From an optimization exercise on the open Yosys and OpenROAD flow, aimed at small area; shortcuts taken in it are not production practice. Function was checked by simulation only, so behaviour that the tests miss may differ from the original. No driver is modelled on the clock port, so clocking that relies on it looks cheaper here than on a real chip. Power is estimated from default activity; no workload was simulated.

$ cat design.v
module ASP #(parameter data_size = 32, parameter tag_size = 8, parameter mem_depth = 256) (
    input clk,
    input reset,
    input data_parity_ready_in,
    input[(data_size):0] data_parity_in,
    input network_data_ready_in,
    input network_ACK_in,
    input[(data_size+tag_size-1):0] network_data_tag_in,
    output parity_error_out,
    output host_data_ready_out,
    output[(data_size-1):0] host_data_out,
    output network_data_ready_out,
    output network_ACK_out,
    output[(data_size+tag_size-1):0] network_data_tag_out
);
    function [7:0] tag;
        input [31:0] d;
        reg [7:0] b0, b1, b2, b3;
        begin
            b0 = ~d[7:0];
            b1 = d[15:8];
            b2 = ~d[23:16];
            b3 = ~d[31:24];
            tag = {b0[2:0], b0[7:3]} ^ {b1[2:0], b1[7:3]} ^ {b2[5:0], b2[7:6]} ^ {b3[0], b3[7:1]};
        end
    endfunction
    wire e_in = ^data_parity_in;
    wire m_in = (network_data_tag_in[7:0] == tag(network_data_tag_in[39:8]));
    wire a_in = network_data_ready_in & ~network_ACK_in & m_in;
    wire t_in = ~network_data_ready_in & data_parity_ready_in & ~e_in;
    reg [31:0] h1, n1, x2, x3, y2, y3;
    reg e1, e2, e3, a1, a2, a3, t1, t2, t3;
    reg xn1;   
    always @(posedge clk) begin
        h1 <= data_parity_in[32:1];
        n1 <= network_data_tag_in[39:8];
        xn1 <= a_in & ~e_in;
        x2 <= ({32{e1}} & h1) | ({32{xn1}} & n1);
        y2 <= ({32{a1}} & n1) | ({32{t1}} & h1);
        x3 <= x2;
        y3 <= y2;
        if (reset) begin
            {e1, a1, t1} <= 3'b000;
            {e2, a2, t2} <= 3'b000;
            {e3, a3, t3} <= 3'b000;
        end else begin
            {e1, a1, t1} <= {e_in, a_in, t_in};
            {e2, a2, t2} <= {e1, a1, t1};
            {e3, a3, t3} <= {e2, a2, t2};
        end
    end
    assign parity_error_out       = ~reset & e3;
    assign host_data_ready_out    = ~reset & (e3 | a3);
    assign network_data_ready_out = ~reset & (t3 | a3);
    assign network_ACK_out        = ~reset & a3;
    assign host_data_out          = x3;
    assign network_data_tag_out   = {y3, tag(y3)};
endmodule
$ cat config.mk
export PLATFORM = sky130hd
export DESIGN_NAME = ASP
export DESIGN_NICKNAME = ASP
export VERILOG_FILES = /design/flow/design.v
export SDC_FILE = /design/flow/constraint.sdc
export NUM_CORES = 4
export LEC_CHECK = 0
export CAP_MARGIN = 20
export CORE_MARGIN = 2
export CORE_UTILIZATION = 70
export SLEW_MARGIN = 20
$ cat standard.sh
#!/bin/bash
# synth_recipe.tcl (not shown) runs the flow's synth.tcl, then flattens the netlist and writes it again
# the make line also repeats each setting of config.mk as NAME=value (left out here)
make -C /OpenROAD-flow-scripts/flow DESIGN_CONFIG=/design/flow/config.mk WORK_HOME=/design/flow/orfs CLKGATE_MAP_FILE= SYNTH_SCRIPT=/design/flow/synth_recipe.tcl "${@:-finish}"
$ cat flow/run.sh
#!/bin/bash
set -euo pipefail
export BUFFER_PORTS_ARGS="-buffer_cell sky130_fd_sc_hd__buf_1"
export CTS_ARGS="-sink_clustering_enable -repair_clock_nets -dont_use_dummy_load -buf_list sky130_fd_sc_hd__clkbuf_4 -sink_clustering_size 12 -sink_clustering_max_diameter 40"
bash standard.sh > standard.log 2>&1
$ cat constraint.sdc
create_clock -name core_clock -period 5.0 [get_ports {clk}]
set_input_delay 1.0000 -clock core_clock [delete_from_list [all_inputs] [get_ports {clk}]]
set_output_delay 1.0000 -clock core_clock [all_outputs]
set_load 0.01 [all_outputs]
==> results.toml, run 1 <==
[floorplan]
num_rows = 32
initial_utilization = 0.719
ios = 154
die_y_um = 93.1
core_area_sq_um = 7730
die_width_um = 93.1
dieArea_sq_um = 8670

[pwr]
fin_total_pwr_mw = 3.06
power_frac_clock = 0.202
power.internal_mw = 2.26
total_leakage_power_nw = 2.41
combPwrFrac = 0.168
powerDensity_nw_per_um2 = 479
pwr-share-seq = 0.630
switchingPower_mw = 0.797
ir_drop_uv = 298
sw_frac_of_total = 0.261

[layout]
drive_above_1_share = 0.0474
fin_util = 0.826
fin_cells = 651
nets = 629
area_growth_pct = 14.8
diodes = 0

[routing]
detail-route-antenna-nets = 0
routedWlPerCell_um = 16.2
via_per_inst = 5.11
met3_length_um = 650
wl_met1_um = 4120
drc = 0
dr_wl_met2_um = 5480
routed.top_layer = "met4"
drt_pass1_iterations = 4
num_vias = 3324
routed_wl_um = 10600
drt_iter0_markers = 123

[clock_network]
htree_levels = 1
clock_sinks = 202
post_cts_resized = 0
post_cts_buffers = 0
path_clk_slew_ps = 110
clock-root-buffer = "clkbuf_4"
clockBufferDepth = 3
clock_latency_ps = 550
cts_made_buffers = 20
ctsHoldBuffers = 0
cts_tree = "yes"

[critical_path]
path_class = "input port to output port"
crit_required_ps = 4000
crit_path_start_kind = "input port"
reg2regPathDepth = 2
worstPathMaxFanout = 12
critPathArrivalTime_ps = 1900
reg2reg_to = "y2[7]"
r2r-start = "t1"
reg2reg_slack_ps = 3490
end_kind = "output port"

[grt]
gr-total-overflow = 0
grt_pass1_wl_um = 16300
grt.total_usage = 0.246
antenna_found_initial = 0
grt_max_degree = 24
grt_pass1_vias = 3355

[min_path]
hold_class = "flop to flop"
min_from = "x2[29]"
whs_path_depth = 0
whs_endpoint = "x3[29]"

[timing]
fmax_mhz = 344
relSlewSlack = 0.412
rsz0062_at_grt = "no"
setup_viol = 0
hold_violations = 0
fin_worst_skew_ps = 22.7
tightestPinTransition_ps = 881
finalCriticalPeriod_ps = 2900
setup_tns_ps = 0
drv_slew = 0
period_share = 0.581

[job]
cap_viol_max_count = 0

[synthesis]
synth_area_sq_um = 5560
synth_largest_area_cell = "dfxtp_1"
ys_warn_count = 1
ys_types = 14
ys_seq_area_frac = 0.728
syn_inst = 388
synth_top_area_share = 0.728
synth-seq-cells = 202
syn_avg_cell_area_sq_um = 14.3
synthTopCellsByArea = "dfxtp_1 73%, xnor2_1 12%, a22o_1 10%"

[place]
dp_cells = 631
portBuffers = 153
dpl.hpwl_um = 7880
gp_congestion = 0.792

[outcome]
status = "finished clean"
cell usage after synthesis:
master and number:
a22o_1 64, nor2b_1 9, or2_2 1, nor2_1 4, xnor2_1 75, dfxtp_1 202
xnor2_2 1, nor4_1 2, xnor3_1 1, nand3_1 1, nand2b_1 1, nor4b_1 1
clkbuf_1 16, xor2_1 10
layer usage:
metal | track usage | vias to the layer above
met2 | 0.444 | 122
met1 | 0.285 | 1554
met3 | 0.0548 | 21
met4 | 0.0944 | 0
li1 | - | 1627
met5 | 0 | -
worst max-delay path, stage by stage:
cell	delay [ps]
buf_1	350
nor2b_1	120
or2_2	310
buf_1	130
logic make-up after synthesis:
kind of cell,after synthesis,share of synthesized area
flip-flops,202,0.728
AO/OA/AOI/OAI,64,0.101
AND/OR/NAND/NOR,19,0.0198
XOR/XNOR,87,0.141
buffers and inverters,16,0.0108
worst max-delay path by stage:
| stage | start | endpoint | slack, ps |
|---|---|---|---|
| final | reset | host_data_ready_out | 2100 |
| after global routing | reset | host_data_ready_out | 2000 |
| after CTS | reset | host_data_ready_out | 2100 |
| after detailed placement | reset | host_data_ready_out | 2100 |
| after global placement | reset | host_data_ready_out | 2140 |
| after floorplan | reset | host_data_ready_out | 2620 |
through the flow:
step                      setup WS, ps  cell area [sq um]  hold slack [ps]
final                             2100               6380              316
after detailed placement          2100               6230              312
after global routing              2000               6380              315
after CTS                         2100               6380              323
after floorplan                   2620               5560              310
after global placement            2140               6230              310
power by group through the flow:
stage / Combinational (mW) / Clock (mW) / Sequential [mW]
4_1_cts: 0.518 / 0.631 / 1.93
5_1_grt: 0.561 / 0.701 / 1.95
3_5_place_dp: 0.514 / 0 / 1.97
6_report: 0.513 / 0.618 / 1.93
2_1_floorplan: 0.319 / 0 / 1.96
3_3_place_gp: 0.505 / 0 / 1.95
layout make-up:
class / instances / area [sq um]
clock buffers: 20 / 150
fillers: 458 / 1350
multi-input cells: 170 / 1450
flip-flops and latches: 202 / 4040
well taps: 102 / 128
repair buffers: 157 / 604
cells in the final DEF, fill, tap and decap left out, types with 2 or more instances in the layout:
cell | netlist | layout
xnor2_1 | 75 | 75
xor2_1 | 10 | 10
a22o_1 | 64 | 64
nor4_1 | 2 | 2
nor2b_1 | 9 | 9
dfxtp_1 | 202 | 202
nor2_1 | 4 | 4
buf_1 | 0 | 153
clkbuf_4 | 0 | 20
buf_4 | 0 | 4
sequential cells by signal, summed over array words and instances, names as in the netlist:
signal / flops
a2: 1
e3: 1
x2: 32
a1: 1
e1: 1
n1: 32
t2: 1
t1: 1
a3: 1
e2: 1
xn1: 1
y3: 32
x3: 32
h1: 32
t3: 1
y2: 32
==> run 2: changes to the inputs <==
--- a/config.mk
+++ b/config.mk
@@ -10,2 +10,3 @@
 export CORE_UTILIZATION = 70
+export GPL_TIMING_DRIVEN = 0
 export SLEW_MARGIN = 20
==> results.toml, run 2 <==
[critical_path]
reg2regPathDepth = 3
path_class = "input port to output port"
end_kind = "output port"
reg2reg_slack_ps = 3560
r2r-start = "e1"
crit_path_start_kind = "input port"
reg2reg_to = "x2[7]"
critPathArrivalTime_ps = 1700
worstPathMaxFanout = 10
crit_required_ps = 4000

[floorplan]
dieArea_sq_um = 8670
ios = 154
initial_utilization = 0.719
core_area_sq_um = 7730
num_rows = 32
die_y_um = 93.1
die_width_um = 93.1

[timing]
hold_violations = 0
finalCriticalPeriod_ps = 2700
tightestPinTransition_ps = 617
drv_slew = 0
fin_worst_skew_ps = 14.8
setup_viol = 0
rsz0062_at_grt = "no"
setup_slack_ps = 2300
whs_ps = 318
relSlewSlack = 0.588
period_share = 0.540
fmax_mhz = 370
setup_tns_ps = 0

[synthesis]
ys_types = 14
synth_top_area_share = 0.728
syn_avg_cell_area_sq_um = 14.3
synthArstFlopShare = 0
ys_seq_area_frac = 0.728
synth_largest_area_cell = "dfxtp_1"
synthTopCellsByArea = "dfxtp_1 73%, xnor2_1 12%, a22o_1 10%"
ys_warn_count = 1
synth-edff-count = 0
synth_common_cells = "202 x dfxtp_1, 75 x xnor2_1, 64 x a22o_1"
synth_area_sq_um = 5560
yosysMostFrequentCell = "dfxtp_1"
ys.flop_type = "dfxtp_1"
synth-seq-cells = 202
syn_inst = 388

[routing]
drt_pass1_iterations = 4
wl_met1_um = 4310
met3_length_um = 667
routed_wl_um = 11000
drt_iter0_markers = 108
via_per_inst = 5.15
drc = 0
detail-route-antenna-nets = 0
routed.top_layer = "met4"
routedWlPerCell_um = 16.6
dr_wl_met2_um = 5700
num_vias = 3415

[place]
gp_congestion = 0.798
portBuffers = 153
dpl.hpwl_um = 8120
dp_cells = 643
dp_slack_ps = 2290
dpl_cell_area_sq_um = 6260

[clock_network]
path_clk_slew_ps = 110
ctsHoldBuffers = 0
cts_made_buffers = 20
clock_sinks = 202
post_cts_buffers = 0
clock-root-buffer = "clkbuf_4"
clockBufferDepth = 3
post_cts_resized = 0
cts_tree = "yes"
htree_levels = 1
clock_latency_ps = 570

[min_path]
hold_class = "flop to flop"
min_from = "x2[2]"
whs_endpoint = "x3[2]"
whs_path_depth = 0

[layout]
drive_above_1_share = 0.0392
area_growth_pct = 15.3
mostFrequentLayoutCells = "202 x dfxtp_1, 153 x buf_1, 75 x xnor2_1"
final_area_sq_um = 6410
diodes = 0
fin_cells = 663
fin_util = 0.830
layout_commonest_cell = "dfxtp_1"
n_fill_cell = 431
nets = 641

[pwr]
total_leakage_power_nw = 2.41
powerDensity_nw_per_um2 = 480
fin_total_pwr_mw = 3.08
ir_drop_uv = 328

[grt]
grt_pass1_vias = 3362
antenna_found_initial = 0
grt.total_usage = 0.255
gr-total-overflow = 0
grt_pass1_wl_um = 16400
grt_max_degree = 13

[outcome]
status = "finished clean"

[job]
cap_viol_max_count = 0
## run 2: cell counts after synthesis
Identical to the previous run, type by type.
## run 2: cell families after synthesis
| kind of cell | Yosys count | share of synthesized area |
|---|---|---|
| flip-flops | 202 | 0.728 |
| XOR/XNOR | 87 | 0.141 |
| AO/OA/AOI/OAI | 64 | 0.101 |
| AND/OR/NAND/NOR | 19 | 0.0198 |
| buffers and inverters | 16 | 0.0108 |
## run 2: report_power, final
part           total [mW]  internal [mW]  switching [mW]
Combinational       0.553          0.254           0.299
Sequential           1.90           1.82          0.0768
Clock               0.626          0.186           0.439
Total                3.08           2.26           0.815
## run 2: area by class of cell
type	instances	area (sq um)	share of cell area
buffer	16	60.1	0.00937
clock buffer	20	150	0.0234
multi-input combinational	170	1450	0.227
sequential	202	4040	0.631
tap	102	128	0.0199
timing repair buffer	153	574	0.0896
## run 2: worst max path at each step
stage / from / end / slack (ps) / depth (start not counted)
2_1_floorplan: reset / host_data_ready_out / 2620 / 2
3_3_place_gp: reset / network_data_ready_out / 2290 / 4
3_5_place_dp: reset / network_data_ready_out / 2290 / 4
4_1_cts: reset / network_data_ready_out / 2280 / 4
5_1_grt: reset / network_data_ready_out / 2190 / 4
6_report: reset / network_data_ready_out / 2300 / 4
## run 2: layer usage
layer	up-vias	GRT usage
met5	-	0
met4	0	0.0980
met3	24	0.0427
met2	132	0.469
met1	1613	0.297
li1	1646	-
## run 2: critical path, stage by stage
cell      delay (ps)
buf_1            110
clkbuf_1         340
nor2_1           100
buf_1            140
==> run 3: changes to the inputs <==
--- a/flow/run.sh
+++ b/flow/run.sh
@@ -3,2 +3,3 @@
 export BUFFER_PORTS_ARGS="-buffer_cell sky130_fd_sc_hd__buf_1"
+export REMOVE_ABC_BUFFERS=1
 export CTS_ARGS="-sink_clustering_enable -repair_clock_nets -dont_use_dummy_load -buf_list sky130_fd_sc_hd__clkbuf_4 -sink_clustering_size 12 -sink_clustering_max_diameter 40"
==> results.toml, run 3 <==
[clock_network]
post_cts_resized = 0
clock_latency_ps = 560
cts_made_buffers = 20
ctsHoldBuffers = 0
path_clk_slew_ps = 120
htree_levels = 1
cts_tree = "yes"
clock-root-buffer = "clkbuf_4"
clock_sinks = 202
post_cts_buffers = 0
clockBufferDepth = 3

[layout]
drive_above_1_share = 0.0477
diodes = 0
nets = 625
area_growth_pct = 14.3
fin_util = 0.822
mostFrequentLayoutCells = "198 x dfxtp_1, 153 x buf_1, 75 x xnor2_1"
layout_commonest_cell = "dfxtp_1"
n_fill_cell = 491

[timing]
fin_worst_skew_ps = 31.3
fmax_mhz = 343
setup_tns_ps = 0
drv_slew = 0
period_share = 0.583
hold_violations = 0
relSlewSlack = 0.506
rsz0062_at_grt = "no"
tightestPinTransition_ps = 741
finalCriticalPeriod_ps = 2920
setup_viol = 0

[grt]
grt_pass1_wl_um = 15300
antenna_found_initial = 0
grt_max_degree = 34
gr-total-overflow = 0
use_met1 = 0.271
met2_usage = 0.415
top_usage_layer = "met2"
grtUsageMet3 = 0.0516
grt.total_usage = 0.230
grt_pass1_vias = 3313

[critical_path]
path_class = "input port to output port"
crit_required_ps = 4000
worstPathMaxFanout = 12
crit_path_start_kind = "input port"
critPathArrivalTime_ps = 1920
end_kind = "output port"

[synthesis]
synthArstFlopShare = 0
yosysMostFrequentCell = "dfxtp_1"
synth-seq-cells = 202
syn_inst = 388
synth_common_cells = "202 x dfxtp_1, 75 x xnor2_1, 64 x a22o_1"
ys_seq_area_frac = 0.728
synth_top_area_share = 0.728
ys.flop_type = "dfxtp_1"
synth_area_sq_um = 5560
synth-edff-count = 0
ys_types = 14
synth_largest_area_cell = "dfxtp_1"
synthTopCellsByArea = "dfxtp_1 73%, xnor2_1 12%, a22o_1 10%"
ys_warn_count = 1
syn_avg_cell_area_sq_um = 14.3

[job]
cap_viol_max_count = 0

[floorplan]
ios = 154
die_y_um = 93.1
die_width_um = 93.1
num_rows = 32
core_area_sq_um = 7730
dieArea_sq_um = 8670
initial_utilization = 0.719

[pwr]
pwr-share-seq = 0.641
power_frac_clock = 0.202
ir_drop_uv = 295
sw_frac_of_total = 0.260
fin_total_pwr_mw = 3.05
powerDensity_nw_per_um2 = 480
combPwrFrac = 0.158
switchingPower_mw = 0.793
total_leakage_power_nw = 2.39
power.internal_mw = 2.25

[outcome]
status = "finished clean"

[min_path]
hold_class = "flop to flop"

[routing]
drc = 0
routedWlPerCell_um = 15.4
via_per_inst = 5.09
drt_iter0_markers = 85
detail-route-antenna-nets = 0
routed_wl_um = 9980
num_vias = 3295
drt_pass1_iterations = 4

[place]
dpl.hpwl_um = 6900
gp_congestion = 0.834
portBuffers = 153
[run 3: cell types whose count changed in the layout (fill, tap and decap cells not counted)]
cell	before	now
dfxtp_1	202	198
dfxtp_2	0	4
clkbuf_1	16	0
[run 3: final cells by class]
type | count | area [sq um] | share of cell area
repair buffers | 153 | 574 | 0.0904
clock buffers | 20 | 150 | 0.0236
multi-input cells | 170 | 1450 | 0.229
well taps | 102 | 128 | 0.0201
flip-flops and latches | 202 | 4050 | 0.637
[run 3: routing by layer]
metal / vias up / part of all wire
met5: - / 0
met4: 0 / 0.019
met3: 14 / 0.067
met2: 136 / 0.50
met1: 1526 / 0.41
li1: 1619 / -
[run 3: through the flow]
step	cell area [sq um]	setup slack [ps]	std cells	hold slack (ps)
floorplan	5500	2620	372	310
global placement	6200	2120	627	310
detailed placement	6200	2110	627	312
CTS	6350	2080	647	327
global route	6350	1960	647	334
finish	6350	2080	647	320
[run 3: final timing paths]
check / end / slack (ps) / depth (start not counted) / startpoint
hold / removal: y3[5] / 320 / 0 / y2[5]
hold reg to reg: y3[5] / 320 / 0 / y2[5]
setup reg to reg: x2[1] / 3830 / 1 / e1
setup / recovery: host_data_ready_out / 2080 / 4 / reset
[run 3: logic make-up after synthesis]
| logic type | synth area share |
|---|---|
| compound gates | 0.101 |
| flops | 0.728 |
| xor+xnor | 0.141 |
| buf+inv | 0.0108 |
| simple gates | 0.0198 |
[run 3: critical path, cell delays in order]
cell and delay, ps:
buf_1 370, nor2b_1 110, or2_2 310, buf_1 130
[run 3: power groups by stage]
stage                     Clock [mW]  Sequential [mW]  Combinational (mW)
after floorplan                    0             1.99               0.276
after global placement             0             1.98               0.469
after detailed placement           0             1.99               0.478
after CTS                      0.629             1.95               0.487
after global routing           0.692             1.98               0.524
final                          0.615             1.95               0.480
==> run 4: changes to the inputs <==
==> flow/run.sh (replaced) <==
#!/bin/bash
set -euo pipefail
export BUFFER_PORTS_ARGS="-buffer_cell sky130_fd_sc_hd__buf_1"
export CTS_ARGS="-sink_clustering_enable -repair_clock_nets -dont_use_dummy_load -buf_list sky130_fd_sc_hd__clkbuf_4 -sink_clustering_size 10 -sink_clustering_max_diameter 40"
bash standard.sh > standard.log 2>&1
--- a/config.mk
+++ b/config.mk
@@ -10,3 +10,2 @@
 export CORE_UTILIZATION = 70
-export GPL_TIMING_DRIVEN = 0
 export SLEW_MARGIN = 20
==> results.toml, run 4 <==
[timing]
setup_tns_ps = 0
tightestPinTransition_ps = 875
setup_viol = 0
drv_slew = 0
finalCriticalPeriod_ps = 2900
rsz0062_at_grt = "no"
fin_worst_skew_ps = 42.6
relSlewSlack = 0.416
fmax_mhz = 345
period_share = 0.579
hold_violations = 0

[layout]
nets = 633
area_growth_pct = 15.3
fin_util = 0.830
mostFrequentLayoutCells = "202 x dfxtp_1, 153 x buf_1, 75 x xnor2_1"
layout_commonest_cell = "dfxtp_1"
diodes = 0
drive_above_1_share = 0.0542

[floorplan]
core_area_sq_um = 7730
num_rows = 32
dieArea_sq_um = 8670
ios = 154
initial_utilization = 0.719
die_y_um = 93.1
die_width_um = 93.1

[routing]
routedWlPerCell_um = 16.1
num_vias = 3343
routed_wl_um = 10500
drt_pass1_iterations = 4
via_per_inst = 5.10
detail-route-antenna-nets = 0
drt_iter0_markers = 101
drc = 0

[synthesis]
synth_top_area_share = 0.728
synth_largest_area_cell = "dfxtp_1"
synthTopCellsByArea = "dfxtp_1 73%, xnor2_1 12%, a22o_1 10%"
syn_avg_cell_area_sq_um = 14.3
synth-edff-count = 0
ys_seq_area_frac = 0.728
synthArstFlopShare = 0
synth_common_cells = "202 x dfxtp_1, 75 x xnor2_1, 64 x a22o_1"
ys_warn_count = 1
ys_types = 14
synth_area_sq_um = 5560
synth-seq-cells = 202
ys.flop_type = "dfxtp_1"
syn_inst = 388
yosysMostFrequentCell = "dfxtp_1"

[pwr]
powerDensity_nw_per_um2 = 484
power_frac_clock = 0.214
ir_drop_uv = 319
combPwrFrac = 0.165
sw_frac_of_total = 0.260
pwr-share-seq = 0.621
total_leakage_power_nw = 2.43
switchingPower_mw = 0.806
power.internal_mw = 2.30

[min_path]
whs_endpoint = "y3[4]"
hold_class = "flop to flop"
min_from = "y2[4]"
whs_path_depth = 0

[critical_path]
cp_num_buf_inv = 2
cp_common_cell = "buf_1"
cpLargestDelayFamily = "buffers and inverters"
crit_start = "reset"
crit_path_start_kind = "input port"
critPathArrivalTime_ps = 1900
end_kind = "output port"
slowest_delay_ps = 350
worstPathMaxFanout = 12
crit_chain = "buf_1, nor2b_1, or2_2, buf_1"
path_class = "input port to output port"
slowest_stage = "buf_1"
reg2regPathDepth = 2
reg2reg_to = "y2[7]"
r2r-start = "t1"
reg2reg_slack_ps = 3470
crit_required_ps = 4000

[clock_network]
cts_made_buffers = 24
clock-root-buffer = "clkbuf_4"
htree_levels = 1
clock_sinks = 202
post_cts_resized = 0
post_cts_buffers = 0
path_clk_slew_ps = 100
clock_latency_ps = 560
clockBufferDepth = 3
ctsHoldBuffers = 0
cts_tree = "yes"

[grt]
grt.total_usage = 0.246
grt_pass1_vias = 3384
grt_pass1_wl_um = 16300
grt_max_degree = 24
gr-total-overflow = 0
antenna_found_initial = 0

[job]
cap_viol_max_count = 0

[place]
gp_congestion = 0.792
dpl.hpwl_um = 7880
portBuffers = 153

[outcome]
status = "finished clean"
-- run 4: cell counts after synthesis --
No cell type changed its count.
-- run 4: how the worst max path moves through the flow --
| stage | endpoint | cells after the start |
|---|---|---|
| after floorplan | host_data_ready_out | 2 |
| after global placement | host_data_ready_out | 4 |
| after detailed placement | host_data_ready_out | 4 |
| after CTS | host_data_ready_out | 4 |
| after global routing | host_data_ready_out | 4 |
| final | host_data_ready_out | 4 |
-- run 4: worst reg2reg max path, stage by stage, from the launching register on --
cell and delay [ps]:
dfxtp_1 910, buf_4 340, a22o_1 200
-- run 4: cells by family after synthesis --
logic type             after synthesis  share of synthesized area
AO/OA/AOI/OAI                       64                      0.101
XOR/XNOR                            87                      0.141
buffers and inverters               16                     0.0108
flip-flops                         202                      0.728
AND/OR/NAND/NOR                     19                     0.0198
-- run 4: final cells by class --
type                       count  area, sq um
multi-input combinational    170         1450
fill                         460         1320
clock buffer                  24          180
timing repair buffer         157          604
sequential                   202         4040
tap                          102          128
-- run 4: routing by layer --
metal  wire length [um]  vias to the layer above  global-route usage
li1                   -                     1638                   -
met1               4100                     1549               0.281
met2               5510                      136               0.447
met3                657                       20              0.0588
met4                266                        0              0.0870
met5                  0                        -                   0
-- run 4: power groups by stage --
stage | Clock, mW | Combinational [mW] | Sequential [mW]
finish | 0.664 | 0.511 | 1.93
global route | 0.748 | 0.560 | 1.95
CTS | 0.678 | 0.517 | 1.93
detailed placement | 0 | 0.514 | 1.97
global placement | 0 | 0.505 | 1.95
floorplan | 0 | 0.319 | 1.96
-- run 4: stage by stage --
stage | hold slack (ps) | cells | area, sq um | power, mW | setup WS [ps]
floorplan | 310 | 388 | 5560 | 2.28 | 2620
finish | 326 | 655 | 6410 | 3.10 | 2100
global route | 338 | 655 | 6410 | 3.26 | 2000
CTS | 326 | 655 | 6410 | 3.12 | 2100
global placement | 310 | 631 | 6230 | 2.46 | 2140
detailed placement | 312 | 631 | 6230 | 2.48 | 2100
==> run 5: changes to the inputs <==
==> flow/run.sh (replaced) <==
#!/bin/bash
set -euo pipefail
export BUFFER_PORTS_ARGS="-buffer_cell sky130_fd_sc_hd__buf_1"
export CTS_ARGS="-sink_clustering_enable -repair_clock_nets -dont_use_dummy_load -buf_list sky130_fd_sc_hd__clkbuf_4 -sink_clustering_size 12 -sink_clustering_max_diameter 50"
bash standard.sh > standard.log 2>&1
==> results.toml, run 5 <==
[routing]
wl_met1_um = 4170
routed.top_layer = "met4"
drt_iter0_markers = 114
via_per_inst = 5.07
num_vias = 3298
dr_wl_met2_um = 5480
drt_pass1_iterations = 4
routed_wl_um = 10600
detail-route-antenna-nets = 0
routedWlPerCell_um = 16.2
drc = 0
met3_length_um = 671

[timing]
setup_viol = 0
period_share = 0.579
rsz0062_at_grt = "no"
finalCriticalPeriod_ps = 2890
setup_tns_ps = 0
relSlewSlack = 0.404
tightestPinTransition_ps = 893
hold_violations = 0
fmax_mhz = 346
drv_slew = 0
fin_worst_skew_ps = 20.0

[floorplan]
die_width_um = 93.1
die_y_um = 93.1
num_rows = 32
initial_utilization = 0.719
ios = 154
dieArea_sq_um = 8670
core_area_sq_um = 7730

[pwr]
ir_drop_uv = 321
total_leakage_power_nw = 2.41
powerDensity_nw_per_um2 = 479

[synthesis]
synth_common_cells = "202 x dfxtp_1, 75 x xnor2_1, 64 x a22o_1"
ys.flop_type = "dfxtp_1"
synth-seq-cells = 202
ys_types = 14
ys_warn_count = 1
synth_area_sq_um = 5560
synthTopCellsByArea = "dfxtp_1 73%, xnor2_1 12%, a22o_1 10%"
syn_avg_cell_area_sq_um = 14.3
synth-edff-count = 0
syn_inst = 388
synth_largest_area_cell = "dfxtp_1"
ys_seq_area_frac = 0.728
synthArstFlopShare = 0
synth_top_area_share = 0.728
yosysMostFrequentCell = "dfxtp_1"

[place]
dpl.hpwl_um = 7880
gp_congestion = 0.792
portBuffers = 153

[layout]
nets = 629
n_fill_cell = 462
drive_above_1_share = 0.0474
layout_commonest_cell = "dfxtp_1"
diodes = 0
multi_input_comb_area_sq_um = 1450
fin_util = 0.826
area_growth_pct = 14.8
mostFrequentLayoutCells = "202 x dfxtp_1, 153 x buf_1, 75 x xnor2_1"
seq_area_sq_um = 4040

[critical_path]
slowest_stage = "buf_1"
cp_num_buf_inv = 2
end_kind = "output port"
critPathArrivalTime_ps = 1890
crit_path_start_kind = "input port"
path_class = "input port to output port"
cpLargestDelayFamily = "buffers and inverters"
worstPathMaxFanout = 12
cp_common_cell = "buf_1"
reg2reg_slack_ps = 3450
crit_required_ps = 4000
slowest_delay_ps = 350
crit_chain = "buf_1, nor2b_1, or2_2, buf_1"

[clock_network]
ctsHoldBuffers = 0
clock_latency_ps = 540
clock_sinks = 202
cts_tree = "yes"
htree_levels = 1
clockBufferDepth = 3
clock-root-buffer = "clkbuf_4"
post_cts_resized = 0
cts_made_buffers = 20
path_clk_slew_ps = 110
post_cts_buffers = 0

[grt]
grt.total_usage = 0.243
gr-total-overflow = 0
grt_pass1_vias = 3326
grt_pass1_wl_um = 16200
antenna_found_initial = 0
grt_max_degree = 24

[min_path]
hold_class = "flop to flop"

[job]
cap_viol_max_count = 0

[outcome]
status = "finished clean"
-- run 5: cells by family after synthesis --
kind of cell	Yosys count	synth area share
and+or+nand+nor	19	0.0198
DFF	202	0.728
xor gates and xnor gates	87	0.141
AOI/OAI and AO/OA	64	0.101
buffers and inverters	16	0.0108
-- run 5: final cells by class --
class,instances,area share
Timing Repair Buffer,157,0.0947
Tap cell,102,0.0200
Multi-Input combinational cell,170,0.228
Clock buffer,20,0.0235
Sequential cell,202,0.634
-- run 5: per-stage QoR --
step	total power [mW]	cell area (sq um)	hold slack, ps	instances	setup slack (ps)
floorplan	2.28	5560	310	388	2620
global placement	2.46	6230	310	631	2140
detailed placement	2.48	6230	312	631	2100
CTS	3.07	6380	328	651	2100
global route	3.21	6380	332	651	2000
finish	3.05	6380	331	651	2110
-- run 5: where the power goes --
part / leakage [nW] / internal, mW / total, mW / switching, mW
clock: 0.0920 / 0.186 / 0.616 / 0.430
combinational: 0.655 / 0.253 / 0.511 / 0.258
sequential: 1.67 / 1.82 / 1.93 / 0.106
-- run 5: final timing paths --
path / start / endpoint / depth (start not counted)
min reg2reg: y2[6] / y3[6] / 0
max reg2reg: t1 / y2[7] / 2
min: y2[6] / y3[6] / 0
max: reset / host_data_ready_out / 4
-- run 5: routing by layer --
metal,vias to the layer above,global-route usage
li1,1628,-
met1,1534,0.286
met2,117,0.446
met3,19,0.0508
met4,0,0.0760
met5,-,0
-- run 5: worst reg2reg max path: cells and delay by family (launching register included) --
family,cells,cell delay [ps]
compound gates,1,210
flops,1,930
buf+inv,1,350
==> run 6: changes to the inputs <==
--- a/design.v
+++ b/design.v
@@ -31,4 +31,3 @@
     reg [31:0] h1, n1, x2, x3, y2, y3;
-    reg e1, e2, e3, a1, a2, a3, t1, t2, t3;
-    reg xn1;   
+    reg e1, e2, e3, a1, a2, a3, t1, xn1;
     always @(posedge clk) begin
@@ -36,17 +35,17 @@
         n1 <= network_data_tag_in[39:8];
-        xn1 <= a_in & ~e_in;
-        x2 <= ({32{e1}} & h1) | ({32{xn1}} & n1);
+        x2[31:1] <= ({31{e1}} & h1[31:1]) | ({31{xn1}} & n1[31:1]);
         y2 <= ({32{a1}} & n1) | ({32{t1}} & h1);
-        x3 <= x2;
+        x3[31:1] <= x2[31:1];
         y3 <= y2;
         if (reset) begin
-            {e1, a1, t1} <= 3'b000;
-            {e2, a2, t2} <= 3'b000;
-            {e3, a3, t3} <= 3'b000;
+            {e1, a1, t1, xn1} <= 4'b0000;
+            {e2, a2, x2[0]} <= 3'b000;
+            {e3, a3, x3[0]} <= 3'b000;
         end else begin
-            {e1, a1, t1} <= {e_in, a_in, t_in};
-            {e2, a2, t2} <= {e1, a1, t1};
-            {e3, a3, t3} <= {e2, a2, t2};
+            {e1, a1, t1, xn1} <= {e_in, a_in, t_in, a_in & ~e_in};
+            {e2, a2, x2[0]} <= {e1, a1, (e1 & h1[0]) | (xn1 & n1[0]) | t1};
+            {e3, a3, x3[0]} <= {e2, a2, x2[0]};
         end
     end
+    wire t3 = ~e3 & ~a3 & x3[0];
     assign parity_error_out       = ~reset & e3;
==> flow/run.sh (replaced) <==
#!/bin/bash
set -euo pipefail
export BUFFER_PORTS_ARGS="-buffer_cell sky130_fd_sc_hd__buf_1"
export REMOVE_ABC_BUFFERS=1
export CTS_ARGS="-sink_clustering_enable -repair_clock_nets -dont_use_dummy_load -buf_list {sky130_fd_sc_hd__clkbuf_4 sky130_fd_sc_hd__clkbuf_8} -sink_clustering_size 12 -sink_clustering_max_diameter 40"
bash standard.sh > standard.log 2>&1
--- a/config.mk
+++ b/config.mk
@@ -10,2 +10,3 @@
 export CORE_UTILIZATION = 70
+export GPL_TIMING_DRIVEN = 0
 export SLEW_MARGIN = 20
==> results.toml, run 6 <==
[grt]
grt_pass1_vias = 3337
grt_max_degree = 34
grt.total_usage = 0.249
grt_pass1_wl_um = 15800
gr-total-overflow = 0
antenna_found_initial = 0

[outcome]
status = "finished clean"

[pwr]
combPwrFrac = 0.152
total_leakage_power_nw = 2.41
pwr-share-seq = 0.614
power_frac_clock = 0.233
sw_frac_of_total = 0.253
ir_drop_uv = 296
power.internal_mw = 2.35
switchingPower_mw = 0.797
powerDensity_nw_per_um2 = 492

[clock_network]
clock_latency_ps = 440
ctsHoldBuffers = 0
post_cts_buffers = 0
clock_sinks = 200
htree_levels = 4
cts_tree = "yes"
clockBufferDepth = 2
path_clk_slew_ps = 100
post_cts_resized = 0
clock-root-buffer = "clkbuf_8"
cts_made_buffers = 17

[critical_path]
reg2regPathDepth = 2
end_kind = "output port"
reg2reg_slack_ps = 3770
crit_end = "host_data_ready_out"
slowest_delay_ps = 380
r2r-start = "e1"
slowest_stage = "buf_1"
worstPathMaxFanout = 12
cp_common_cell = "buf_1"
crit_start = "reset"
critPathArrivalTime_ps = 1910
path_class = "input port to output port"
reg2reg_to = "x2[0]"
crit_required_ps = 4000
crit_path_start_kind = "input port"
crit_chain = "buf_1, nor2_1, or2_2, buf_1"

[timing]
setup_tns_ps = 0
hold_violations = 0
fin_worst_skew_ps = 32.9
relSlewSlack = 0.509
tightestPinTransition_ps = 736
drv_slew = 0
finalCriticalPeriod_ps = 2910
setup_viol = 0
fmax_mhz = 344
period_share = 0.581
setup_slack_ps = 2090
rsz0062_at_grt = "no"

[floorplan]
dieArea_sq_um = 8600
core_area_sq_um = 7690
num_rows = 32
die_y_um = 92.8
die_width_um = 92.8
initial_utilization = 0.717
ios = 154

[routing]
drt_pass1_iterations = 5
via_per_inst = 5.22
drt_iter0_markers = 115
routed_wl_um = 10300
drc = 0
routedWlPerCell_um = 16.0
num_vias = 3354
detail-route-antenna-nets = 0

[layout]
fin_cells = 643
nets = 621
diodes = 0
area_growth_pct = 16.0
drive_above_1_share = 0.0425
n_fill_cell = 453
final_area_sq_um = 6390
mostFrequentLayoutCells = "196 x dfxtp_1, 153 x buf_1, 76 x xnor2_1"
layout_commonest_cell = "dfxtp_1"

[synthesis]
synthArstFlopShare = 0
synth-seq-cells = 200
synth_area_sq_um = 5510
synth_common_cells = "200 x dfxtp_1, 76 x xnor2_1, 63 x a22o_1"
synth-edff-count = 0
synthTopCellsByArea = "dfxtp_1 73%, xnor2_1 12%, a22o_1 10%"
ys_warn_count = 1
syn_inst = 387
syn_avg_cell_area_sq_um = 14.2
ys.flop_type = "dfxtp_1"
synth_top_area_share = 0.726
synth_largest_area_cell = "dfxtp_1"
yosysMostFrequentCell = "dfxtp_1"
ys_seq_area_frac = 0.726
ys_types = 17

[place]
dpl.hpwl_um = 7100
dp_slack_ps = 2110
dp_cells = 626
portBuffers = 153
dpl_cell_area_sq_um = 6160
gp_congestion = 0.841

[job]
cap_viol_max_count = 0

[min_path]
whs_path_depth = 0
hold_class = "flop to flop"
run 6: cell count changes after synthesis, sizes merged:
cell / before / now
and2b: 0 / 1
a221oi: 0 / 1
a21oi: 0 / 1
a22o: 64 / 63
nand3: 1 / 0
nor2b: 9 / 7
nand2b: 1 / 0
and3: 0 / 1
inv: 0 / 1
nand2: 0 / 1
dfxtp: 202 / 200
run 6: kinds of logic (layout without fill, tap and decap cells):
| logic type | after synthesis | count (layout) | synth area share |
|---|---|---|---|
| compound gates | 65 | 65 | 0.103 |
| xor+xnor | 87 | 87 | 0.141 |
| simple gates | 18 | 18 | 0.0191 |
| buf+inv | 17 | 171 | 0.0116 |
| flops | 200 | 200 | 0.726 |
run 6: power by group through the flow:
| stage | logic, mW | registers [mW] | clock network [mW] |
|---|---|---|---|
| 6_report | 0.479 | 1.93 | 0.735 |
| 5_1_grt | 0.525 | 1.96 | 0.807 |
| 4_1_cts | 0.485 | 1.93 | 0.745 |
| 3_5_place_dp | 0.478 | 1.97 | 0 |
| 3_3_place_gp | 0.467 | 1.96 | 0 |
| 2_1_floorplan | 0.273 | 1.97 | 0 |
run 6: worst min-delay path by stage:
stage / start / endpoint / slack (ps)
2_1_floorplan: x2[10] / x3[10] / 310
3_3_place_gp: y2[24] / y3[24] / 310
3_5_place_dp: x2[15] / x3[15] / 310
4_1_cts: y2[5] / y3[5] / 310
5_1_grt: y2[5] / y3[5] / 310
6_report: x2[5] / x3[5] / 310
run 6: routing by layer:
metal / global-route usage / share of wire / vias up
li1: - / - / 1605
met1: 0.270 / 0.39 / 1607
met2: 0.454 / 0.53 / 131
met3: 0.0814 / 0.070 / 11
met4: 0.0858 / 0.0087 / 0
met5: 0 / 0 / -
run 6: layout make-up:
type                       count  area (sq um)  share of cell area
clock buffer                  17           234              0.0366
inverter                       1          3.75            0.000587
multi-input combinational    170          1450               0.226
sequential                   200          4010               0.627
tap                          102           128              0.0200
timing repair buffer         153           574              0.0898
run 6: metrics by stage:
step | utilization | power [mW] | hold slack [ps]
2_1_floorplan | - | 2.25 | 310
3_3_place_gp | 0.801 | 2.42 | 310
3_5_place_dp | 0.801 | 2.45 | 312
4_1_cts | 0.832 | 3.16 | 311
5_1_grt | 0.832 | 3.29 | 308
6_report | 0.832 | 3.15 | 311
run 6: critical path: cells and delay by family:
family	cells	cell delay (ps)
simple gates	2	400
buf+inv	2	510
==> run 7: changes to the inputs <==
==> flow/run.sh (replaced) <==
#!/bin/bash
set -euo pipefail
export BUFFER_PORTS_ARGS="-buffer_cell sky130_fd_sc_hd__buf_1"
export REMOVE_ABC_BUFFERS=1
export CTS_ARGS="-sink_clustering_enable -repair_clock_nets -dont_use_dummy_load -buf_list sky130_fd_sc_hd__clkbuf_4 -sink_clustering_size 12 -sink_clustering_max_diameter 40"
export POST_CTS_TCL="$PWD/flow/post_cts.tcl"
bash standard.sh > standard.log 2>&1
==> flow/post_cts.tcl (new file) <==
set block [ord::get_db_block]
set big [[ord::get_db] findMaster sky130_fd_sc_hd__clkbuf_8]
set upsized 0
foreach inst [$block getInsts] {
  if { [[$inst getMaster] getName] ne "sky130_fd_sc_hd__clkbuf_4" } {
    continue
  }
  set net [[$inst findITerm X] getNet]
  if { $net eq "NULL" } {
    continue
  }
  set loads [expr { [llength [$net getITerms]] - 1 }]
  if { $loads > 12 } {
    $inst swapMaster $big
    incr upsized
  }
}
puts "post_cts: upsized $upsized clock buffers to clkbuf_8"
if { $upsized > 0 } {
  detailed_placement
  check_placement -verbose
}
==> results.toml, run 7 <==
[critical_path]
reg2reg_to = "x2[0]"
reg2regPathDepth = 2
slowest_delay_ps = 360
crit_required_ps = 4000
crit_cells = 4
reg2reg_slack_ps = 3760
critPathArrivalTime_ps = 1890
slowest_stage = "buf_1"
worstPathMaxFanout = 12
crit_chain = "buf_1, nor2_1, or2_2, buf_1"
end_kind = "output port"
path_class = "input port to output port"
r2r-start = "e1"
cpLargestDelayFamily = "buffers and inverters"
cp_common_cell = "buf_1"
cp_num_buf_inv = 2
crit_path_start_kind = "input port"

[routing]
detail-route-antenna-nets = 0
num_vias = 3318
drc = 0
drt_pass1_iterations = 4
routed_wl_um = 10400
drt_iter0_markers = 108
routedWlPerCell_um = 16.2
via_per_inst = 5.16

[layout]
n_fill_cell = 461
diodes = 0
mostFrequentLayoutCells = "196 x dfxtp_1, 153 x buf_1, 76 x xnor2_1"
seq_area_sq_um = 4010
final_area_sq_um = 6340
nets = 621
layout_commonest_cell = "dfxtp_1"
fin_util = 0.825
multi_input_comb_area_sq_um = 1450
drive_above_1_share = 0.0425
area_growth_pct = 15.1

[job]
cap_viol_max_count = 0

[synthesis]
ys_seq_area_frac = 0.726
synth-seq-cells = 200
synthTopCellsByArea = "dfxtp_1 73%, xnor2_1 12%, a22o_1 10%"
synth_area_sq_um = 5510
yosysMostFrequentCell = "dfxtp_1"
synth-edff-count = 0
ys.flop_type = "dfxtp_1"
ys_types = 17
synth_largest_area_cell = "dfxtp_1"
synth_common_cells = "200 x dfxtp_1, 76 x xnor2_1, 63 x a22o_1"
syn_avg_cell_area_sq_um = 14.2
synthArstFlopShare = 0
ys_warn_count = 1
synth_top_area_share = 0.726
syn_inst = 387

[place]
portBuffers = 153
dpl_cell_area_sq_um = 6160
gp_congestion = 0.841
dpl.hpwl_um = 7100

[floorplan]
initial_utilization = 0.717
die_y_um = 92.8
num_rows = 32
core_area_sq_um = 7690
dieArea_sq_um = 8600
die_width_um = 92.8
ios = 154

[clock_network]
clock_sinks = 200
path_clk_slew_ps = 100
cts_tree = "yes"
clock_latency_ps = 430

[pwr]
fin_total_pwr_mw = 3.08
switchingPower_mw = 0.800
pwr-share-seq = 0.627
combPwrFrac = 0.154
powerDensity_nw_per_um2 = 486
ir_drop_uv = 278
total_leakage_power_nw = 2.39
power.internal_mw = 2.28
power_frac_clock = 0.218
sw_frac_of_total = 0.259

[timing]
hold_violations = 0
relSlewSlack = 0.501
fin_worst_skew_ps = 32.1
finalCriticalPeriod_ps = 2890
tightestPinTransition_ps = 749
whs_ps = 312
fmax_mhz = 346
setup_tns_ps = 0
period_share = 0.578
rsz0062_at_grt = "no"
drv_slew = 0
setup_viol = 0

[min_path]
hold_class = "flop to flop"
whs_path_depth = 0
min_from = "x2[5]"
whs_endpoint = "x3[5]"

[outcome]
status = "finished clean"

[grt]
grt_pass1_vias = 3343
use_met1 = 0.282
grt_pass1_wl_um = 15800
gr-total-overflow = 0
antenna_found_initial = 0
grtUsageMet3 = 0.0887
top_usage_layer = "met2"
grt_max_degree = 34
grt.total_usage = 0.253
met2_usage = 0.448
run 7: cell counts after synthesis:
No cell type changed its count.
run 7: how the worst max path moves through the flow:
| stage | start | slack (ps) | end |
|---|---|---|---|
| final | reset | 2110 | host_data_ready_out |
| after global routing | reset | 2000 | host_data_ready_out |
| after detailed placement | reset | 2110 | host_data_ready_out |
| after global placement | reset | 2150 | host_data_ready_out |
| after floorplan | reset | 2620 | host_data_ready_out |
run 7: layer usage:
metal | vias up | share of wire
li1 | 1602 | -
met1 | 1587 | 0.41
met2 | 117 | 0.51
met3 | 12 | 0.058
met4 | 0 | 0.015
met5 | - | 0
run 7: power groups by stage:
stage | logic, mW | registers, mW | clock network [mW]
after floorplan | 0.273 | 1.97 | 0
after global placement | 0.467 | 1.96 | 0
after detailed placement | 0.478 | 1.97 | 0
after global routing | 0.523 | 1.96 | 0.742
final | 0.476 | 1.93 | 0.672
run 7: worst reg2reg max path, delay by kind of cell (launching register included):
| family | cells | cell delay, ps |
|---|---|---|
| flip-flops | 1 | 830 |
| AO/OA/AOI/OAI | 1 | 230 |
| AND/OR/NAND/NOR | 1 | 140 |
run 7: stage by stage:
stage	setup WS (ps)	std cells
finish	2110	643
global route	2000	643
floorplan	2620	371
detailed placement	2110	626
global placement	2150	626
run 7: cell families after synthesis:
family | count (synthesis) | share of synthesized area
flops | 200 | 0.726
xor+xnor | 87 | 0.141
compound gates | 65 | 0.103
simple gates | 18 | 0.0191
buf+inv | 17 | 0.0116
run 7: area by class of cell:
type / instances / share of cell area
Tap cell: 102 / 0.0201
Clock buffer: 17 / 0.0290
Sequential cell: 200 / 0.632
Inverter: 1 / 0.000592
Timing Repair Buffer: 153 / 0.0905
Multi-Input combinational cell: 170 / 0.228
==> run 8: changes to the inputs <==
--- a/flow/run.sh
+++ b/flow/run.sh
@@ -1,2 +1,8 @@
 #!/bin/bash
+# The standard layout, with these changes:
+#  - the port buffers are inserted as the smallest buffer cell;
+#  - the buffers that synthesis put on high-fanout nets are removed before placement
+#    (REMOVE_ABC_BUFFERS);
+#  - the clock tree is built from clkbuf_4 cells without dummy loads, and flow/post_cts.tcl
+#    upsizes any leaf buffer with too many flip-flops for the clock-pin slew limit.
 set -euo pipefail
==> results.toml, run 8 <==
[critical_path]
slowest_stage = "buf_1"
reg2reg_slack_ps = 3760
critPathArrivalTime_ps = 1890
crit_required_ps = 4000
end_kind = "output port"
cp_common_cell = "buf_1"
r2r-start = "e1"
crit_chain = "buf_1, nor2_1, or2_2, buf_1"
reg2reg_to = "x2[0]"
worstPathMaxFanout = 12
slowest_delay_ps = 360
path_class = "input port to output port"
crit_path_start_kind = "input port"
reg2regPathDepth = 2

[grt]
grt_max_degree = 34
grt.total_usage = 0.253
grt_pass1_vias = 3343
grt_pass1_wl_um = 15800
antenna_found_initial = 0
gr-total-overflow = 0

[layout]
layout_commonest_cell = "dfxtp_1"
area_growth_pct = 15.1
nets = 621
diodes = 0
fin_cells = 643
n_fill_cell = 461
drive_above_1_share = 0.0425
mostFrequentLayoutCells = "196 x dfxtp_1, 153 x buf_1, 76 x xnor2_1"

[timing]
drv_slew = 0
period_share = 0.578
fin_worst_skew_ps = 32.1
relSlewSlack = 0.501
rsz0062_at_grt = "no"
finalCriticalPeriod_ps = 2890
setup_tns_ps = 0
setup_viol = 0
hold_violations = 0
fmax_mhz = 346
tightestPinTransition_ps = 749
setup_slack_ps = 2110

[synthesis]
synth-adder-area-share = 0
synthMuxAreaShare = 0
ys_seq_area_frac = 0.726
synth_top_family_by_area = "XOR/XNOR gates"
synthArstFlopShare = 0
synth_top_area_share = 0.726
ys_types = 17
synth_largest_area_cell = "dfxtp_1"
synthTopCellsByArea = "dfxtp_1 73%, xnor2_1 12%, a22o_1 10%"
syn_inst = 387
synth_common_cells = "200 x dfxtp_1, 76 x xnor2_1, 63 x a22o_1"
synth-xor-area-share = 0.141
synth_compound_area_frac = 0.103
ys_warn_count = 1
synth-edff-count = 0
synth-simple-area-share = 0.0191
synth_area_sq_um = 5510
yosysMostFrequentCell = "dfxtp_1"
syn_avg_cell_area_sq_um = 14.2
ys.flop_type = "dfxtp_1"
synth-seq-cells = 200

[place]
dp_slack_ps = 2110
portBuffers = 153
dp_cells = 626
gp_congestion = 0.841
dpl.hpwl_um = 7100

[routing]
drt_iter0_markers = 108
via_per_inst = 5.16
routedWlPerCell_um = 16.2
detail-route-antenna-nets = 0
num_vias = 3318
drc = 0
routed_wl_um = 10400
drt_pass1_iterations = 4

[pwr]
switchingPower_mw = 0.800
combPwrFrac = 0.154
power_frac_clock = 0.218
total_leakage_power_nw = 2.39
ir_drop_uv = 278
sw_frac_of_total = 0.259
powerDensity_nw_per_um2 = 486
pwr-share-seq = 0.627
power.internal_mw = 2.28

[floorplan]
num_rows = 32
ios = 154
core_area_sq_um = 7690
die_width_um = 92.8
dieArea_sq_um = 8600
die_y_um = 92.8
initial_utilization = 0.717

[min_path]
hold_class = "flop to flop"
whs_endpoint = "x3[5]"
whs_path_depth = 0
min_from = "x2[5]"

[outcome]
status = "finished clean"

[job]
cap_viol_max_count = 0

[clock_network]
clock_sinks = 200
cts_tree = "yes"
clock_latency_ps = 430
path_clk_slew_ps = 100
## run 8: cell counts in the layout (fill, tap and decap cells not counted)
No cell type changed its count.
## run 8: cells by family (layout without fill, tap and decap cells)
family | count (synthesis) | after routing
AOI/OAI and AO/OA | 65 | 65
buffers and inverters | 17 | 171
xor gates and xnor gates | 87 | 87
and+or+nand+nor | 18 | 18
DFF | 200 | 200
## run 8: cell type report
class                   count  area [sq um]  area share
clock buffers              17           184      0.0290
inverters                   1          3.75    0.000592
multi-input cells         170          1450       0.228
flip-flops and latches    200          4010       0.632
well taps                 102           128      0.0201
repair buffers            153           574      0.0905
## run 8: critical path, delay by kind of cell
family	cells	cell delay, ps
and+or+nand+nor	2	400
buffers and inverters	2	490
## run 8: stage by stage
step	power (mW)	hold WS [ps]	util	instance area, sq um
after floorplan	2.25	310	-	5450
after global placement	2.42	310	0.801	6160
after detailed placement	2.45	312	0.801	6160
after global routing	3.22	310	0.825	6340
final	3.08	312	0.825	6340
## run 8: power by group through the flow
stage	clock network (mW)	registers (mW)	logic, mW
finish	0.672	1.93	0.476
global route	0.742	1.96	0.523
detailed placement	0	1.97	0.478
global placement	0	1.96	0.467
floorplan	0	1.97	0.273
## run 8: how the worst max path moves through the flow
stage / endpoint / startpoint / depth (start not counted) / slack, ps
after floorplan: host_data_ready_out / reset / 2 / 2620
after global placement: host_data_ready_out / reset / 4 / 2150
after detailed placement: host_data_ready_out / reset / 4 / 2110
after global routing: host_data_ready_out / reset / 4 / 2000
final: host_data_ready_out / reset / 4 / 2110
## run 8: layer usage
| metal | track usage | part of all wire | up-vias |
|---|---|---|---|
| met5 | 0 | 0 | - |
| met4 | 0.0907 | 0.015 | 0 |
| met3 | 0.0887 | 0.058 | 12 |
| met2 | 0.448 | 0.51 | 117 |
| met1 | 0.282 | 0.41 | 1587 |
| li1 | - | - | 1602 |
==> run 9: changes to the inputs <==
--- a/flow/run.sh
+++ b/flow/run.sh
@@ -2,2 +2,4 @@
 # The standard layout, with these changes:
+#  - the combinational logic of the standard synthesis is mapped again by ABC for area
+#    (flow/area.script); the flip-flops keep their cells and names;
 #  - the port buffers are inserted as the smallest buffer cell;
@@ -12,2 +14,32 @@
 export POST_CTS_TCL="$PWD/flow/post_cts.tcl"
+R=orfs/results/$FLOW_PLATFORM/ASP/base
+LIB=$FLOW_HOME/platforms/$FLOW_PLATFORM/lib/sky130_fd_sc_hd__tt_025C_1v80.lib
+
+bash standard.sh synth > standard_synth.log 2>&1
+
+python3 flow/comblib.py $LIB comb.lib > comblib.log 2>&1
+DU=$(sed -n '/DONT_USE_CELLS/,/^#/p' $FLOW_HOME/platforms/$FLOW_PLATFORM/config.mk | grep -o 'sky130_fd_sc_hd__[A-Za-z0-9_]*' | sed 's/^/-dont_use /' | tr '\n' ' ')
+cp $R/1_2_yosys.v standard_1_2_yosys.v
+cat > resynth.ys <<EOY
+read_liberty -ignore_miss_func comb.lib
+read_liberty -lib -nooverwrite $LIB
+read_verilog standard_1_2_yosys.v
+hierarchy -top $FLOW_TOP
+flatten
+rename -hide w:*.*
+opt_clean
+abc -liberty $LIB $DU -script flow/area.script
+read_liberty -lib -overwrite $LIB
+hierarchy -top $FLOW_TOP
+splitnets
+opt_clean -purge
+hilomap -singleton -hicell sky130_fd_sc_hd__conb_1 HI -locell sky130_fd_sc_hd__conb_1 LO
+insbuf -buf sky130_fd_sc_hd__buf_4 A X
+check -assert -mapped
+stat -liberty $LIB
+write_verilog -noattr -nohex -nodec resynth.v
+EOY
+yosys -s resynth.ys > resynth.log 2>&1
+cp resynth.v $R/1_2_yosys.v
+
 bash standard.sh > standard.log 2>&1
==> flow/area.script (new file) <==
strash
&get -n
&st
&dch
&nf -R 1000
&put
==> flow/comblib.py (new file) <==
# Writes comb.lib: the platform's liberty file with only its combinational cells, so that
# Yosys can read their functions while the flip-flop cells stay black boxes.
import re, sys
src, dst = sys.argv[1], sys.argv[2]
t = open(src).read()
m = re.search(r'\n\s*cell\s*\(', t)
head, pos, keep = t[:m.start()], m.start(), []
while True:
    m = re.search(r'\n\s*cell\s*\(', t[pos:])
    if not m:
        break
    s = pos + m.start()
    k, d = t.index('{', s), 0
    while True:
        if t[k] == '{':
            d += 1
        elif t[k] == '}':
            d -= 1
            if d == 0:
                break
        k += 1
    cell = t[s:k + 1]
    if not re.search(r'\b(ff|latch|statetable)\s*\(', cell):
        keep.append(cell)
    pos = k + 1
open(dst, 'w').write(head + ''.join(keep) + t[pos:])
==> results.toml, run 9 <==
[outcome]
status = "finished clean"

[routing]
drc = 0
routedWlPerCell_um = 16.1
drt_pass1_iterations = 4
detail-route-antenna-nets = 0
via_per_inst = 5.11
drt_iter0_markers = 120
num_vias = 3297
routed_wl_um = 10400

[timing]
setup_tns_ps = 0
setup_viol = 0
finalCriticalPeriod_ps = 2910
fin_worst_skew_ps = 37.2
tightestPinTransition_ps = 758
whs_ps = 298
drv_slew = 0
fmax_mhz = 343
period_share = 0.583
hold_violations = 0
rsz0062_at_grt = "no"
relSlewSlack = 0.494

[critical_path]
crit_required_ps = 4000
worstPathMaxFanout = 12
path_class = "input port to output port"
r2r-start = "e1"
reg2regPathDepth = 2
reg2reg_to = "x2[0]"
crit_path_start_kind = "input port"
reg2reg_slack_ps = 3720
critPathArrivalTime_ps = 1910
crit_start = "reset"
end_kind = "output port"

[min_path]
whs_path_depth = 0
min_from = "y2[6]"
whs_endpoint = "y3[6]"
hold_class = "flop to flop"

[layout]
diodes = 0
fin_cells = 645
mostFrequentLayoutCells = "196 x dfxtp_1, 153 x buf_1, 63 x a22o_1"
final_area_sq_um = 6320
fin_util = 0.831
area_growth_pct = 16.3
drive_above_1_share = 0.0387
nets = 623
layout_commonest_cell = "dfxtp_1"

[pwr]
powerDensity_nw_per_um2 = 481
power.internal_mw = 2.26
switchingPower_mw = 0.781
total_leakage_power_nw = 2.49
sw_frac_of_total = 0.257
pwr-share-seq = 0.636
combPwrFrac = 0.151
ir_drop_uv = 281
power_frac_clock = 0.213

[place]
dp_cells = 628
gp_congestion = 0.753
dpl_cell_area_sq_um = 6140
portBuffers = 153
dpl.hpwl_um = 7210

[clock_network]
cts_tree = "yes"
path_clk_slew_ps = 110
clock_sinks = 200
clock_latency_ps = 430

[synthesis]
synth_area_sq_um = 5440
syn_avg_cell_area_sq_um = 14.6
syn_inst = 373
ys_warn_count = 1

[grt]
grt_pass1_vias = 3294
grt_pass1_wl_um = 15600
gr-total-overflow = 0
grt_max_degree = 34
antenna_found_initial = 0
grt.total_usage = 0.252

[floorplan]
die_y_um = 92.1
num_rows = 32
ios = 154
die_width_um = 92.1
initial_utilization = 0.714
core_area_sq_um = 7610
dieArea_sq_um = 8490

[job]
cap_viol_max_count = 0
run 9: cell count changes in the layout (fill, tap and decap cells not counted), moves of 2 or more:
| cell | delta |
|---|---|
| o22ai_1 | +2 |
| nor2_1 | +3 |
| a22oi_1 | +2 |
| xnor2_1 | -26 |
| xor2_1 | +23 |
run 9: power by group through the flow:
| stage | registers, mW | clock network (mW) | logic, mW |
|---|---|---|---|
| after floorplan | 1.97 | 0 | 0.256 |
| after global placement | 1.96 | 0 | 0.447 |
| after detailed placement | 1.97 | 0 | 0.456 |
| after global routing | 1.95 | 0.722 | 0.499 |
| final | 1.93 | 0.647 | 0.458 |
run 9: how the worst max path moves through the flow:
stage                     endpoint  cells after the start  slack (ps)
3_5_place_dp   host_data_ready_out                      4        2080
6_report       host_data_ready_out                      4        2090
3_3_place_gp   host_data_ready_out                      4        2140
5_1_grt        host_data_ready_out                      4        2010
2_1_floorplan  host_data_ready_out                      2        2580
run 9: worst max-delay path, cell delays in order:
cell     delay [ps]
buf_1           390
nor2b_1         150
or2_0           250
buf_1           130
run 9: through the flow:
step / worst slack (ps) / power, mW
after floorplan: 2580 / 2.23
after global placement: 2140 / 2.40
after detailed placement: 2080 / 2.42
after global routing: 2010 / 3.18
final: 2090 / 3.04
run 9: per-layer routing:
layer	track usage	routed length (um)	up-vias
met4	0.0858	92	0
li1	-	-	1622
met3	0.0813	650	7
met5	0	0	-
met1	0.278	4110	1542
met2	0.456	5520	126
run 9: cell type report:
class | instances | area, sq um
Clock buffer | 17 | 178
Inverter | 1 | 3.75
Fill cell | 449 | 1290
Multi-Input combinational cell | 172 | 1430
Timing Repair Buffer | 153 | 574
Sequential cell | 200 | 4010
Tap cell | 102 | 128
==> run 10: changes to the inputs <==
--- a/flow/post_cts.tcl
+++ b/flow/post_cts.tcl
@@ -1,3 +1,3 @@
 set block [ord::get_db_block]
-set big [[ord::get_db] findMaster sky130_fd_sc_hd__clkbuf_8]
+set big [[ord::get_db] findMaster sky130_fd_sc_hd__buf_6]
 set upsized 0
@@ -17,3 +17,3 @@
 }
-puts "post_cts: upsized $upsized clock buffers to clkbuf_8"
+puts "post_cts: upsized $upsized clock buffers to buf_6"
 if { $upsized > 0 } {
==> results.toml, run 10 <==
[outcome]
status = "finished clean"

[critical_path]
slowest_stage = "buf_1"
cpLargestDelayFamily = "buffers and inverters"
crit_chain = "buf_1, nor2b_1, or2_0, buf_1"
worstPathMaxFanout = 12
crit_required_ps = 4000
crit_path_start_kind = "input port"
crit_end = "host_data_ready_out"
crit_cells = 4
r2r-start = "t1"
cp_common_cell = "buf_1"
end_kind = "output port"
critPathArrivalTime_ps = 1920
reg2regPathDepth = 1
reg2reg_to = "y2[7]"
reg2reg_slack_ps = 3770
path_class = "input port to output port"
cp_num_buf_inv = 2
crit_start = "reset"
slowest_delay_ps = 390

[min_path]
whs_path_depth = 0
hold_class = "flop to flop"

[timing]
setup_tns_ps = 0
fin_worst_skew_ps = 72.0
rsz0062_at_grt = "no"
fmax_mhz = 342
setup_slack_ps = 2080
drv_slew = 0
relSlewSlack = 0.492
tightestPinTransition_ps = 761
hold_violations = 0
finalCriticalPeriod_ps = 2920
setup_viol = 0
period_share = 0.585

[routing]
drt_iter0_markers = 109
drc = 0
via_per_inst = 5.15
drt_pass1_iterations = 4
detail-route-antenna-nets = 0
num_vias = 3324
routedWlPerCell_um = 15.9
routed_wl_um = 10200

[floorplan]
num_rows = 32
dieArea_sq_um = 8490
core_area_sq_um = 7610
initial_utilization = 0.714
die_width_um = 92.1
die_y_um = 92.1
ios = 154

[layout]
n_fill_cell = 455
layout_commonest_cell = "dfxtp_1"
nets = 623
fin_util = 0.828
area_growth_pct = 15.9
drive_above_1_share = 0.0387
diodes = 0
mostFrequentLayoutCells = "196 x dfxtp_1, 153 x buf_1, 63 x a22o_1"

[grt]
gr-total-overflow = 0
grt_pass1_vias = 3319
grt_pass1_wl_um = 15500
grt_max_degree = 34
grt.total_usage = 0.249
antenna_found_initial = 0

[synthesis]
synth_area_sq_um = 5440
syn_inst = 373
syn_avg_cell_area_sq_um = 14.6
ys_warn_count = 1

[place]
gp_congestion = 0.753
dpl.hpwl_um = 7210
portBuffers = 153
dp_slack_ps = 2080

[pwr]
powerDensity_nw_per_um2 = 479
ir_drop_uv = 348
total_leakage_power_nw = 2.48

[clock_network]
clock_latency_ps = 430
path_clk_slew_ps = 110
clock_sinks = 200
cts_tree = "yes"

[job]
cap_viol_max_count = 0
-- run 10: worst min path at each step --
| stage | endpoint | start |
|---|---|---|
| after floorplan | x3[10] | x2[10] |
| after global placement | y3[27] | y2[27] |
| after detailed placement | x3[25] | x2[25] |
| after global routing | x3[14] | x2[14] |
| final | y3[6] | y2[6] |
-- run 10: final cells by class --
class / instances / area [sq um] / area share
Clock buffer: 17 / 158 / 0.0250
Inverter: 1 / 3.75 / 0.000596
Multi-Input combinational cell: 172 / 1430 / 0.227
Sequential cell: 200 / 4010 / 0.636
Tap cell: 102 / 128 / 0.0203
Timing Repair Buffer: 153 / 574 / 0.0912
-- run 10: per-layer routing --
layer  GRT usage  part of all wire  vias to the layer above
met2       0.451              0.53                      124
met5           0                 0                        -
li1            -                 -                     1623
met3      0.0813             0.061                       11
met4      0.0833            0.0083                        0
met1       0.276              0.40                     1566
-- run 10: through the flow --
stage	hold slack, ps	instances	total power [mW]	area [sq um]
after global placement	310	628	2.40	6140
after global routing	267	645	3.16	6300
final	264	645	3.02	6300
after detailed placement	312	628	2.42	6140
after floorplan	310	373	2.23	5440
-- run 10: where the power goes --
part | internal, mW | leakage, nW | switching (mW)
Sequential | 1.80 | 1.65 | 0.129
Combinational | 0.225 | 0.744 | 0.231
Clock | 0.207 | 0.0898 | 0.421
==> run 11: changes to the inputs <==
--- a/flow/run.sh
+++ b/flow/run.sh
@@ -8,3 +8,4 @@
 #  - the clock tree is built from clkbuf_4 cells without dummy loads, and flow/post_cts.tcl
-#    upsizes any leaf buffer with too many flip-flops for the clock-pin slew limit.
+#    gives any leaf buffer with too many flip-flops for the clock-pin slew limit the
+#    stronger buf_6 cell.
 set -euo pipefail
==> results.toml, run 11 <==
[timing]
fin_worst_skew_ps = 72.0
setup_slack_ps = 2080
setup_tns_ps = 0
finalCriticalPeriod_ps = 2920
relSlewSlack = 0.492
fmax_mhz = 342
setup_viol = 0
drv_slew = 0
period_share = 0.585
tightestPinTransition_ps = 761
hold_violations = 0
rsz0062_at_grt = "no"

[layout]
nets = 623
area_growth_pct = 15.9
layout_commonest_cell = "dfxtp_1"
n_fill_cell = 455
diodes = 0
mostFrequentLayoutCells = "196 x dfxtp_1, 153 x buf_1, 63 x a22o_1"
drive_above_1_share = 0.0387
fin_util = 0.828

[critical_path]
end_kind = "output port"
slowest_delay_ps = 390
path_class = "input port to output port"
worstPathMaxFanout = 12
crit_chain = "buf_1, nor2b_1, or2_0, buf_1"
cp_common_cell = "buf_1"
slowest_stage = "buf_1"
critPathArrivalTime_ps = 1920
crit_required_ps = 4000
crit_start = "reset"
r2r-start = "t1"
crit_path_start_kind = "input port"

[pwr]
total_leakage_power_nw = 2.48
powerDensity_nw_per_um2 = 479
ir_drop_uv = 348

[job]
cap_viol_max_count = 0

[clock_network]
clock_latency_ps = 430
path_clk_slew_ps = 110
clock_sinks = 200
cts_tree = "yes"

[grt]
grt_pass1_vias = 3319
grt.total_usage = 0.249
grt_pass1_wl_um = 15500
antenna_found_initial = 0
grt_max_degree = 34
gr-total-overflow = 0

[synthesis]
syn_avg_cell_area_sq_um = 14.6
synth_area_sq_um = 5440
ys_warn_count = 1
syn_inst = 373

[routing]
via_per_inst = 5.15
routed_wl_um = 10200
detail-route-antenna-nets = 0
drt_iter0_markers = 109
routedWlPerCell_um = 15.9
num_vias = 3324
drt_pass1_iterations = 4
drc = 0

[floorplan]
num_rows = 32
core_area_sq_um = 7610
ios = 154
initial_utilization = 0.714
dieArea_sq_um = 8490
die_y_um = 92.1
die_width_um = 92.1

[min_path]
hold_class = "flop to flop"
min_from = "y2[6]"

[place]
portBuffers = 153
dpl.hpwl_um = 7210
gp_congestion = 0.753
dp_slack_ps = 2080

[outcome]
status = "finished clean"
-- run 11: stage by stage --
stage	std cells	instance area, sq um	power, mW	hold WS (ps)
floorplan	373	5440	2.23	310
global placement	628	6140	2.40	310
detailed placement	628	6140	2.42	312
global route	645	6300	3.16	267
finish	645	6300	3.02	264
-- run 11: critical path, delay by kind of cell --
kind | cells | cell delay, ps
buf+inv | 2 | 520
simple gates | 2 | 400
-- run 11: metal layers --
metal,vias up,track usage,part of all wire
met3,11,0.0813,0.061
li1,1623,-,-
met5,-,0,0
met4,0,0.0833,0.0083
met1,1566,0.276,0.40
met2,124,0.451,0.53
-- run 11: layout make-up --
type,count,area [sq um],share of cell area
clock buffers,17,158,0.0250
flip-flops and latches,200,4010,0.636
well taps,102,128,0.0203
multi-input cells,172,1430,0.227
inverters,1,3.75,0.000596
repair buffers,153,574,0.0912
-- run 11: path summary, 6_finish.rpt --
path | end | slack (ps) | cells past startpoint
min reg2reg | y3[6] | 260 | 0
max | host_data_ready_out | 2080 | 4
min | y3[6] | 260 | 0
max reg2reg | y2[7] | 3770 | 1
-- run 11: where the power goes --
group          switching, mW  leakage (nW)  internal, mW
combinational          0.231         0.744         0.225
sequential             0.129          1.65          1.80
clock                  0.421        0.0898         0.207
total                  0.781          2.48          2.24

[static timing again, ports no longer ideal]
Ports are ideal in the flow. The routed layouts listed here were re-timed in OpenROAD. Step 1 assumes that a clkbuf_16 drives the clock port and a buf_2 every other input. Step 2 adds t to the input delays and takes it off the output delays; t is the mean of the earliest and latest rising clock arrival at the registers after step 1. Input paths then give back, and output paths get back, about the clock's delay inside the block. Slacks: no drivers / after step 1 / after step 2; pairs: no drivers / after step 1.
run | t, ns | slack for setup (ns) | hold WS [ns] | worst setup path after step 2 | clock arrival spread, ns
run 1 | 0.574 | 2.096 / 2.066 / 2.066 | 0.316 / 0.316 / 0.316 | input to output | 0.030 / 0.029
run 2 | 0.600 | 2.301 / 2.266 / 2.266 | 0.318 / 0.318 / 0.318 | input to output | 0.019 / 0.018
run 3 | 0.573 | 2.083 / 2.059 / 2.059 | 0.320 / 0.320 / 0.320 | input to output | 0.034 / 0.034
run 4 | 0.574 | 2.104 / 2.074 / 2.074 | 0.326 / 0.326 / 0.326 | input to output | 0.048 / 0.048
run 5 | 0.566 | 2.106 / 2.075 / 2.075 | 0.331 / 0.331 / 0.331 | input to output | 0.021 / 0.021
run 6 | 0.459 | 2.095 / 2.073 / 2.073 | 0.311 / 0.311 / 0.311 | input to output | 0.033 / 0.033
run 7 | 0.450 | 2.111 / 2.089 / 2.089 | 0.312 / 0.312 / 0.312 | input to output | 0.032 / 0.033
run 8 | 0.450 | 2.111 / 2.089 / 2.089 | 0.312 / 0.312 / 0.312 | input to output | 0.032 / 0.033
run 9 | 0.441 | 2.086 / 2.049 / 2.049 | 0.298 / 0.298 / 0.298 | input to output | 0.037 / 0.037
run 10 | 0.426 | 2.077 / 2.039 / 2.039 | 0.264 / 0.264 / 0.264 | input to output | 0.072 / 0.072
run 11 | 0.426 | 2.077 / 2.039 / 2.039 | 0.264 / 0.264 / 0.264 | input to output | 0.072 / 0.072
After both steps setup and hold are still met in every run listed.
